What follows belongs to an exercise in optimizing a design on an open flow for small area, a short achievable clock period and few clock cycles per item; a production flow would make more cautious choices. Where RTL was checked, it was by simulation tests only, not by an equivalence proof against the original.

==> inputs of build 83 <==
// fir_1
module fir_1(
    input clk,
    input reset_p,
    input [15:0]x,
    input act,
    output reg [15:0]y,
    output ready
    );
    assign ready = 1'b1;
    reg [15:0] h0, h1, h2, h3, h4, h5, h6, h7, h8;
    reg [16:0] p2, p3, p4;
    reg [16:0] p1;
    reg [31:0] rs, rc;
    wire i1;
    wire s2;
    wire c3;
    wire s4;
    wire c5;
    wire i6;
    wire s7;
    wire c8;
    wire s9;
    wire c10;
    wire s11;
    wire c12;
    wire s13;
    wire c14;
    wire i15;
    wire s16;
    wire c17;
    wire s18;
    wire c19;
    wire s20;
    wire c21;
    wire s22;
    wire c23;
    wire i24;
    wire s25;
    wire c26;
    wire i27;
    wire s28;
    wire c29;
    wire s30;
    wire c31;
    wire s32;
    wire c33;
    wire i34;
    wire s35;
    wire c36;
    wire s37;
    wire c38;
    wire s39;
    wire c40;
    wire s41;
    wire c42;
    wire s43;
    wire c44;
    wire s45;
    wire c46;
    wire s47;
    wire c48;
    wire s49;
    wire c50;
    wire s51;
    wire c52;
    wire s53;
    wire c54;
    wire s55;
    wire c56;
    wire i57;
    wire s58;
    wire c59;
    wire s60;
    wire c61;
    wire s62;
    wire c63;
    wire s64;
    wire c65;
    wire s66;
    wire c67;
    wire i68;
    wire s69;
    wire c70;
    wire s71;
    wire c72;
    wire s73;
    wire c74;
    wire s75;
    wire c76;
    wire i77;
    wire s78;
    wire c79;
    wire i80;
  ...
export LEC_CHECK = 0
export ABC_AREA = 1
export CAP_MARGIN = 20
export CORE_MARGIN = 2
export CORE_UTILIZATION = 40
export CTS_BUF_LIST = sky130_fd_sc_hd__clkbuf_16
export CTS_CLUSTER_DIAMETER = 100
export CTS_CLUSTER_SIZE = 20
export SETUP_SLACK_MARGIN = 5
export SLEW_MARGIN = 20
export SYNTH_HIERARCHICAL = 1
export SYNTH_MINIMUM_KEEP_SIZE = 0
create_clock -name core_clock -period 10.0 [get_ports {clk}]
run.sh (not shown) runs the stock make flow with config.mk's settings and CLKGATE_MAP_FILE= SYNTH_SCRIPT=/design/flow/synth_recipe.tcl, a recipe that flattens the netlist after the stock synthesis.
==> trial 65: changes against build 83 <==
Settings changed: CTS_CLUSTER_DIAMETER 100 to 150.
==> summary of the runs <==
- In non-clock buffer count, trial 65 and build 83 do not differ.
- In build 83 the sequential share of layout area is lower than in trial 65, by 0.17 points.
- Against build 83, the first-iteration DRC count of trial 65 is larger by about 1.7%.
Testbench counts of build 83, summed over its fixed seeds: cycles 3,200, items 3,200.
Testbench counts of trial 65, summed over its fixed seeds: cycles 3,200, items 3,200.


==> v36: inputs <==
fir_1, a different RTL version from the one above (not shown whole).
export LEC_CHECK = 0
export ABC_AREA = 1
export CAP_MARGIN = 20
export CORE_MARGIN = 2
export CORE_UTILIZATION = 40
export SETUP_SLACK_MARGIN = 5
export SLEW_MARGIN = 20
export SYNTH_HIERARCHICAL = 1
export SYNTH_MINIMUM_KEEP_SIZE = 0
create_clock -name core_clock -period 10.0 [get_ports {clk}]
==> inputs of v27, as changes to v36 <==
--- a/flow/config.mk
+++ b/flow/config.mk
@@ -5,7 +5,6 @@
 export SDC_FILE = /design/flow/constraint.sdc
 export NUM_CORES = 4
 export LEC_CHECK = 0
-export ABC_AREA = 1
 export CAP_MARGIN = 20
 export CORE_MARGIN = 2
 export CORE_UTILIZATION = 40
==> inputs of v22, as changes to v36 <==
--- a/flow/config.mk
+++ b/flow/config.mk
@@ -5,10 +5,9 @@
 export SDC_FILE = /design/flow/constraint.sdc
 export NUM_CORES = 4
 export LEC_CHECK = 0
-export ABC_AREA = 1
 export CAP_MARGIN = 20
 export CORE_MARGIN = 2
-export CORE_UTILIZATION = 40
+export CORE_UTILIZATION = 55
 export SETUP_SLACK_MARGIN = 5
 export SLEW_MARGIN = 20
 export SYNTH_HIERARCHICAL = 1
==> inputs of v8, as changes to v36 <==
==> flow/flow/run.sh (new file) <==
#!/bin/bash
set -euo pipefail
bash standard.sh SETUP_SLACK_MARGIN=6.5 finish > standard.log 2>&1
==> flow/standard.sh (new file) <==
#!/bin/bash
# synth_recipe.tcl (not shown) runs the flow's synth.tcl, then flattens the netlist and writes it again
# the make line also repeats each setting of config.mk as NAME=value (left out here)
make -C /OpenROAD-flow-scripts/flow DESIGN_CONFIG=/design/flow/config.mk WORK_HOME=/design/flow/orfs CLKGATE_MAP_FILE= SYNTH_SCRIPT=/design/flow/synth_recipe.tcl "${@:-finish}"
--- a/flow/config.mk
+++ b/flow/config.mk
@@ -9,7 +9,6 @@
 export CAP_MARGIN = 20
 export CORE_MARGIN = 2
 export CORE_UTILIZATION = 40
-export SETUP_SLACK_MARGIN = 5
 export SLEW_MARGIN = 20
 export SYNTH_HIERARCHICAL = 1
 export SYNTH_MINIMUM_KEEP_SIZE = 0
removed: flow/run.sh
==> comparison <==
- Against v27, the non-clock buffer count of v22 is lower by 8.
- Utilization: v27 < v36 < v8 < v22.
- Worst hold slack, highest first: v27, v22, v36, v8.
- Between v22 and v8, the lower register-to-register slack is in v22 (gap 0.42 ns).
- Between v8 and v22, the lower critical path depth is in v22 (gap 3).
Testbench counts of v36, summed over its fixed seeds: cycles 3,200, items 3,200.
Testbench counts of v27, summed over its fixed seeds: cycles 3,200, items 3,200.
Testbench counts of v22, summed over its fixed seeds: cycles 3,200, items 3,200.
Testbench counts of v8, summed over its fixed seeds: cycles 3,200, items 3,200.


==> delta <==
==> flow/design.v <==
`timescale 1ns / 1ps
module fir_1(
    input clk,
    input reset_p,
    input [15:0]x,
    input act,
    output reg [15:0]y,
    output reg ready
    );
    parameter L1 = 3'b000, L2 = 3'b001, L3 = 3'b010, Endloop = 3'b011, L4 = 3'b100;
    reg [2:0]state;
    reg [4:0]i;
    reg signed [31:0]acc;
    reg signed [15:0]shift_reg[0:10];
    integer j;
    always@( posedge clk or posedge reset_p)begin
        if( reset_p == 1'b1)begin
            state <= 3'b0;
            i <= 5'b0;
            acc <= 32'b0;            
            y <= 16'b0;
            ready <= 1'b1;
            for(j = 0; j < 11; j = j + 1) begin
                shift_reg[j] <= 16'b0;
            end
        end else begin
            case( state)
            L1: begin
                if( act == 1'b1)begin
                    state <= L2;
                    ready <= 1'b0;
                end else begin
                    ready <= 1'b1;
                end
                acc <= 32'b0;
                i   <= 5'd10;
            end
            L2: begin
                if( i == 5'b11111)begin  
                    state <= L4;
                end else begin
                    state <= L3;
                end
            end
            L3: begin
                if( i == 5'd0) begin
                    acc <= acc + ($signed(x) * $signed(16'b1111111101111000));
                    shift_reg[0] <= x;
                end else begin
                    case( i)
                        5'd10: acc <= acc + (shift_reg[ 9] * $signed(16'b1111111101111000)); 
                        5'd9:  acc <= acc + (shift_reg[ 8] * $signed(16'b1111111001110011)); 
                        5'd8:  acc <= acc + (shift_reg[ 7] * $signed(16'b1111111110101001)); 
                        5'd7:  acc <= acc + (shift_reg[ 6] * $signed(16'b0000101110111100)); 
                        5'd6:  acc <= acc + (shift_reg[ 5] * $signed(16'b0010000010010010)); 
                        5'd5:  acc <= acc + (shift_reg[ 4] * $signed(16'b0010101110000110)); 
                        5'd4:  acc <= acc + (shift_reg[ 3] * $signed(16'b0010000010010010)); 
                        5'd3:  acc <= acc + (shift_reg[ 2] * $signed(16'b0000101110111100));
                        5'd2:  acc <= acc + (shift_reg[ 1] * $signed(16'b1111111110101001));
                        5'd1:  acc <= acc + (shift_reg[ 0] * $signed(16'b1111111001110011));
                        default: acc <= acc;
                    endcase
                    case( i)
                    5'd10: shift_reg[10] <= shift_reg[9];
                    5'd9:  shift_reg[ 9] <= shift_reg[8];
                    5'd8:  shift_reg[ 8] <= shift_reg[7];
                    5'd7:  shift_reg[ 7] <= shift_reg[6];
                    5'd6:  shift_reg[ 6] <= shift_reg[5];
                    5'd5:  shift_reg[ 5] <= shift_reg[4];
                    5'd4:  shift_reg[ 4] <= shift_reg[3];
                    5'd3:  shift_reg[ 3] <= shift_reg[2];
                    5'd2:  shift_reg[ 2] <= shift_reg[1];
                    5'd1:  shift_reg[ 1] <= shift_reg[0];
                    default:shift_reg[0] <= 16'b0;
                    endcase
                end
                state <= Endloop;
            end
            Endloop: begin
                i <= i - 1;
                state <= L2;
            end
            L4: begin
                state <= L1;
                y <= acc[31:16];
            end
            default: begin
                state <= 3'b000;
            end
            endcase
        end
    end
endmodule
==> flow/run.sh <==
#!/bin/bash
# synth_recipe.tcl (not shown) runs the flow's synth.tcl, then flattens the netlist and writes it again
# the make line also repeats each setting of config.mk as NAME=value (left out here)
make -C /OpenROAD-flow-scripts/flow DESIGN_CONFIG=/design/flow/config.mk WORK_HOME=/design/flow/orfs CLKGATE_MAP_FILE= SYNTH_SCRIPT=/design/flow/synth_recipe.tcl finish
==> flow/config.mk <==
export PLATFORM = sky130hd
export DESIGN_NAME = fir_1
export DESIGN_NICKNAME = fir_1
export VERILOG_FILES = /design/flow/design.v
export SDC_FILE = /design/flow/constraint.sdc
export NUM_CORES = 4
export LEC_CHECK = 0
export CAP_MARGIN = 20
export CORE_MARGIN = 2
export CORE_UTILIZATION = 40
export SLEW_MARGIN = 20
==> flow/constraint.sdc <==
create_clock -name core_clock -period 10.0 [get_ports {clk}]
set_input_delay 2.0000 -clock core_clock [delete_from_list [all_inputs] [get_ports {clk}]]
set_output_delay 2.0000 -clock core_clock [all_outputs]
set_load 0.01 [all_outputs]
==> maple (differences from delta) <==
==> flow/design.v (replaced) <==
`timescale 1ns / 1ps
module fir_1(
    input clk,
    input reset_p,
    input [15:0]x,
    input act,
    output reg [15:0]y,
    output ready
    );
    assign ready = 1'b1;
    reg signed [15:0] h0, h1, h2, h3, h4, h5, h6, h7, h8, h9;
    wire signed [16:0] u1 = h0 + h8;
    wire signed [16:0] u2 = h1 + h7;
    wire signed [16:0] u3 = h2 + h6;
    wire signed [16:0] u4 = h3 + h5;
    wire signed [15:0] xs = x;
    wire signed [31:0] acc = xs * -32'sd136 + u1 * -32'sd397 + u2 * -32'sd87
                           + u3 * 32'sd3004 + u4 * 32'sd8338 + h4 * 32'sd11142
                           + h9 * -32'sd136;
    always @(posedge clk or posedge reset_p) begin
        if (reset_p) begin
            y <= 16'd0;
            h0 <= 0; h1 <= 0; h2 <= 0; h3 <= 0; h4 <= 0;
            h5 <= 0; h6 <= 0; h7 <= 0; h8 <= 0; h9 <= 0;
        end else if (act) begin
            y <= acc[31:16];
            h0 <= x; h1 <= h0; h2 <= h1; h3 <= h2; h4 <= h3;
            h5 <= h4; h6 <= h5; h7 <= h6; h8 <= h7; h9 <= h8;
        end
    end
endmodule
==> summary of the runs <==
Against delta, the count of clock-buffer cells in the layout of maple is lower by 21.
In delta the sequential cell count is higher than in maple, by 41.
delta completed without violations. maple completed, yet does not pass: setup timing.
In delta the setup slack is better than in maple, by 3.3 ns.
==> figures <==
| item | delta | maple |
|---|---|---|
| Detailed router's first-iteration violation count | 3,552 | 1,234 |
| Result of the run | finished clean | failed layout checks |
| Layout check failures | - | setup timing |
| Die extent in y | 386 um | 301 um |
| Wire per inst | 21.5 um | 17.0 um |
| Seq. cell area | 5430 um^2 | 4400 um^2 |
| Flop-to-flop setup slack | 1.37 ns | -2.30 ns |
| Per-instance average area after synthesis | 8.86 um^2 | 10.1 um^2 |
| R2r worst-path depth | 30 | 48 |
| Met3 Resource Use GR | 3.46% | 1.91% |
| Ratio of layout area to synthesized area | 1.068x | 1.216x |
No run of this note included a check of the RTL's function; only the layout flow was run.


==> inputs of job 7883 <==
fir_1, a different RTL version from the one above (not shown whole).
## fir_1
module fir_1(
    input clk,
    input reset_p,
    input [15:0]x,
    input act,
    output reg [15:0]y,
    output ready
    );
    assign ready = 1'b1;
    reg [15:0] h0, h1, h2, h3, h4, h5, h6, h7, h8;
    reg [16:0] p2, p3, p4;
    reg [31:0] rs, rc, qs, qc;
    wire s1;
    wire c2;
    wire s3;
    wire c4;
    wire s5;
    wire c6;
    wire s7;
    wire c8;
    wire s9;
    wire c10;
    wire s11;
    wire c12;
    wire s13;
    wire c14;
    wire s15;
    wire c16;
    wire s17;
    wire c18;
    wire s19;
    wire c20;
    wire i21;
    wire s22;
    wire c23;
    wire s24;
    wire c25;
    wire s26;
    wire c27;
    wire s28;
    wire c29;
    wire i30;
    wire s31;
    wire c32;
    wire s33;
    wire c34;
    wire s35;
    wire c36;
    wire s37;
    wire c38;
    wire s39;
    wire c40;
    wire s41;
    wire c42;
    wire s43;
    wire c44;
    wire s45;
    wire c46;
    wire s47;
    wire c48;
    wire s49;
    wire c50;
    wire s51;
    wire c52;
    wire i53;
    wire i54;
    wire s55;
    wire c56;
    wire s57;
    wire c58;
    wire s59;
    wire c60;
    wire s61;
    wire c62;
    wire s63;
    wire c64;
    wire s65;
    wire c66;
    wire s67;
    wire c68;
    wire s69;
    wire c70;
    wire s71;
    wire c72;
    wire s73;
    wire c74;
    wire s75;
    wire c76;
    wire s77;
    wire c78;
    wire s79;
    wire c80;
    wire s81;
    wire c82;
    wire s83;
    wire c84;
  ...
export LEC_CHECK = 0
export ABC_AREA = 1
export CAP_MARGIN = 20
export CORE_MARGIN = 2
export CORE_UTILIZATION = 40
export CTS_BUF_LIST = sky130_fd_sc_hd__clkbuf_16
export CTS_CLUSTER_DIAMETER = 150
export CTS_CLUSTER_SIZE = 20
export SLEW_MARGIN = 20
export SYNTH_HIERARCHICAL = 1
export SYNTH_MINIMUM_KEEP_SIZE = 0
create_clock -name core_clock -period 10.0 [get_ports {clk}]
standard.sh (not shown) runs the stock make flow with config.mk's settings and CLKGATE_MAP_FILE= SYNTH_SCRIPT=/design/flow/synth_recipe.tcl, a recipe that flattens the netlist after the stock synthesis.
==> flow/flow/run.sh <==
#!/bin/bash
set -euo pipefail
bash standard.sh SETUP_SLACK_MARGIN=6.0 finish > standard.log 2>&1
==> job 6645: changes against job 7883 <==
Settings changed: ABC_AREA 1 to default.
==> job 1246: changes against job 7883 <==
Settings changed: CTS_CLUSTER_DIAMETER 150 to 120, CTS_CLUSTER_SIZE 20 to 26.
==> comparison <==
Critical path depth, lowest first: job 1246, job 6645, job 7883.
Between job 1246 and job 6645, the lower via count is in job 6645 (gap 24%, measured against job 6645).
In flip-flop and latch count, job 1246 and job 6645 do not differ.
Testbench counts of job 7883, summed over its fixed seeds: cycles 3,200, items 3,200.
Testbench counts of job 6645, summed over its fixed seeds: cycles 3,200, items 3,200.
Testbench counts of job 1246, summed over its fixed seeds: cycles 3,200, items 3,200.


==> 11-08 <==
Starting RTL as in the previous note.
==> flow/config.mk <==
export PLATFORM = sky130hd
export DESIGN_NAME = fir_1
export DESIGN_NICKNAME = fir_1
export VERILOG_FILES = /design/flow/design.v
export SDC_FILE = /design/flow/constraint.sdc
export NUM_CORES = 4
export LEC_CHECK = 0
export ABC_AREA = 1
export CAP_MARGIN = 20
export CORE_MARGIN = 2
export CORE_UTILIZATION = 40
export CTS_BUF_LIST = sky130_fd_sc_hd__clkbuf_16
export CTS_CLUSTER_DIAMETER = 150
export CTS_CLUSTER_SIZE = 20
export SLEW_MARGIN = 20
export SYNTH_HIERARCHICAL = 1
export SYNTH_MINIMUM_KEEP_SIZE = 0
==> flow/constraint.sdc <==
create_clock -name core_clock -period 10.0 [get_ports {clk}]
set_input_delay 2.0000 -clock core_clock [delete_from_list [all_inputs] [get_ports {clk}]]
set_output_delay 2.0000 -clock core_clock [all_outputs]
set_load 0.01 [all_outputs]
==> flow/flow/run.sh <==
#!/bin/bash
set -euo pipefail
bash standard.sh SETUP_SLACK_MARGIN=5.6 finish > standard.log 2>&1
==> inputs of 10-05, as changes to 11-08 <==
==> flow/flow/run.sh (replaced) <==
#!/bin/bash
set -euo pipefail
bash standard.sh SETUP_SLACK_MARGIN=6.0 finish > standard.log 2>&1
--- a/flow/config.mk
+++ b/flow/config.mk
@@ -8,7 +8,7 @@
 export ABC_AREA = 1
 export CAP_MARGIN = 20
 export CORE_MARGIN = 2
-export CORE_UTILIZATION = 40
+export CORE_UTILIZATION = 55
 export CTS_BUF_LIST = sky130_fd_sc_hd__clkbuf_16
 export CTS_CLUSTER_DIAMETER = 150
 export CTS_CLUSTER_SIZE = 20
==> inputs of 06-28, as changes to 11-08 <==
==> flow/flow/run.sh (replaced) <==
#!/bin/bash
set -euo pipefail
bash standard.sh SETUP_SLACK_MARGIN=6.0 finish > standard.log 2>&1
--- a/flow/config.mk
+++ b/flow/config.mk
@@ -12,6 +12,7 @@
 export CTS_BUF_LIST = sky130_fd_sc_hd__clkbuf_16
 export CTS_CLUSTER_DIAMETER = 150
 export CTS_CLUSTER_SIZE = 20
+export GPL_ROUTABILITY_DRIVEN = 0
 export SLEW_MARGIN = 20
 export SYNTH_HIERARCHICAL = 1
 export SYNTH_MINIMUM_KEEP_SIZE = 0
==> results.txt <==
quantity                                                                         10-05                     11-08                  06-28
Outcome                                               no timing/DRC/antenna violations  no timing/DRC/antenna violations  no timing/DRC/antenna violations
Placeable core area                                                        47500 sq um               65500 sq um            65500 sq um
Shortest period the worst path allows                                          4.25 ns                   4.29 ns                4.16 ns
Arr. time, crit path                                                           4.70 ns                   4.71 ns                4.60 ns
Start point of the worst hold path                                              rs[27]                    qs[17]                 qs[12]
GP Congestion                                                                    0.913                     0.893                      -
Post-route fraction of the period consumed by the critical path                  42.5%                     42.9%                  41.6%
Post-Place Cell Area                                                       27600 sq um               27700 sq um            27900 sq um
Total area of sequential cells                                              7940 sq um                7870 sq um             7950 sq um
Slowest cell delay on critical path                                            0.44 ns                   0.81 ns                0.53 ns
CP max FO                                                                            5                         9                      3
Critical path's slowest cell                                     sky130_fd_sc_hd__fa_2  sky130_fd_sc_hd__dfrtp_1  sky130_fd_sc_hd__fa_1
Pin count of the biggest net entering global routing                               152                       181                    143
Via count of the first global-routing pass                                       19672                     18727                  19475
Via-to-Cell Ratio                                                                 5.47                      4.92                   5.00
Width of the die                                                                223 um                    261 um                 261 um
CP Depth                                                                            13                         9                     17
Routing usage on met2                                                            52.3%                     35.5%                  35.9%
Met2 wire length                                                              36100 um                  33200 um               33100 um
Remaining max-slew budget at the tightest pin                                    26.5%                     33.4%                  36.8%
Testbench counts of 11-08, summed over its fixed seeds: cycles 3,200, items 3,200.
Testbench counts of 10-05, summed over its fixed seeds: cycles 3,200, items 3,200.
Testbench counts of 06-28, summed over its fixed seeds: cycles 3,200, items 3,200.

## what the ideal ports hide
In the flow no input, the clock included, has a driving cell. The finished layouts below were timed again as built, in two steps. Step 1 assumes that a clkbuf_16 drives the clock port and a buf_2 every other input. Step 2 times the ports against the registers' clock, not the clock port: input delays grow and output delays shrink by t, the midpoint of the rising clock arrivals with the driver on. Three values: ideal, step 1, step 2; two values: the first two.
run	t, ns	setup slack, ns	hold slack, ns	worst setup path after step 2	worst slew at a driven data input, ns
build 83	0.609	5.138 / 5.138 / 4.705	0.474 / 0.474 / 0.474	input to register	0.11
trial 65	0.603	5.151 / 5.151 / 4.691	0.475 / 0.475 / 0.475	input to register	0.11
v36	0.607	5.180 / 5.209 / 4.614	0.472 / 0.472 / 0.472	input to register	0.06
v27	0.657	4.787 / 4.787 / 4.183	0.482 / 0.482 / 0.482	input to register	0.05
v22	0.590	4.737 / 4.764 / 4.182	0.477 / 0.477 / 0.477	input to register	0.05
v8	0.612	5.133 / 5.129 / 4.517	0.468 / 0.468 / 0.468	input to register	0.06
delta	0.682	1.002 / 1.051 / 0.368	0.509 / 0.509 / 0.509	input to register	0.06
maple	0.545	-2.302 / -2.302 / -2.465	0.503 / 0.503 / 0.503	input to register	0.06
job 7883	0.597	5.904 / 5.904 / 5.379	0.475 / 0.475 / 0.475	input to register	0.08
job 6645	0.598	5.190 / 5.190 / 4.666	0.484 / 0.484 / 0.484	input to register	0.06
job 1246	0.602	5.906 / 5.900 / 5.298	0.475 / 0.475 / 0.475	input to register	0.07
11-08	0.615	5.707 / 5.707 / 5.200	0.477 / 0.477 / 0.477	input to register	0.08
10-05	0.617	5.748 / 5.748 / 5.204	0.471 / 0.471 / 0.471	input to register	0.05
06-28	0.587	5.844 / 5.865 / 5.278	0.475 / 0.475 / 0.475	input to register	0.07
For delta, which loses most, drivers alone change the setup slack by +0.049 ns; drivers and shift together by -0.634 ns.
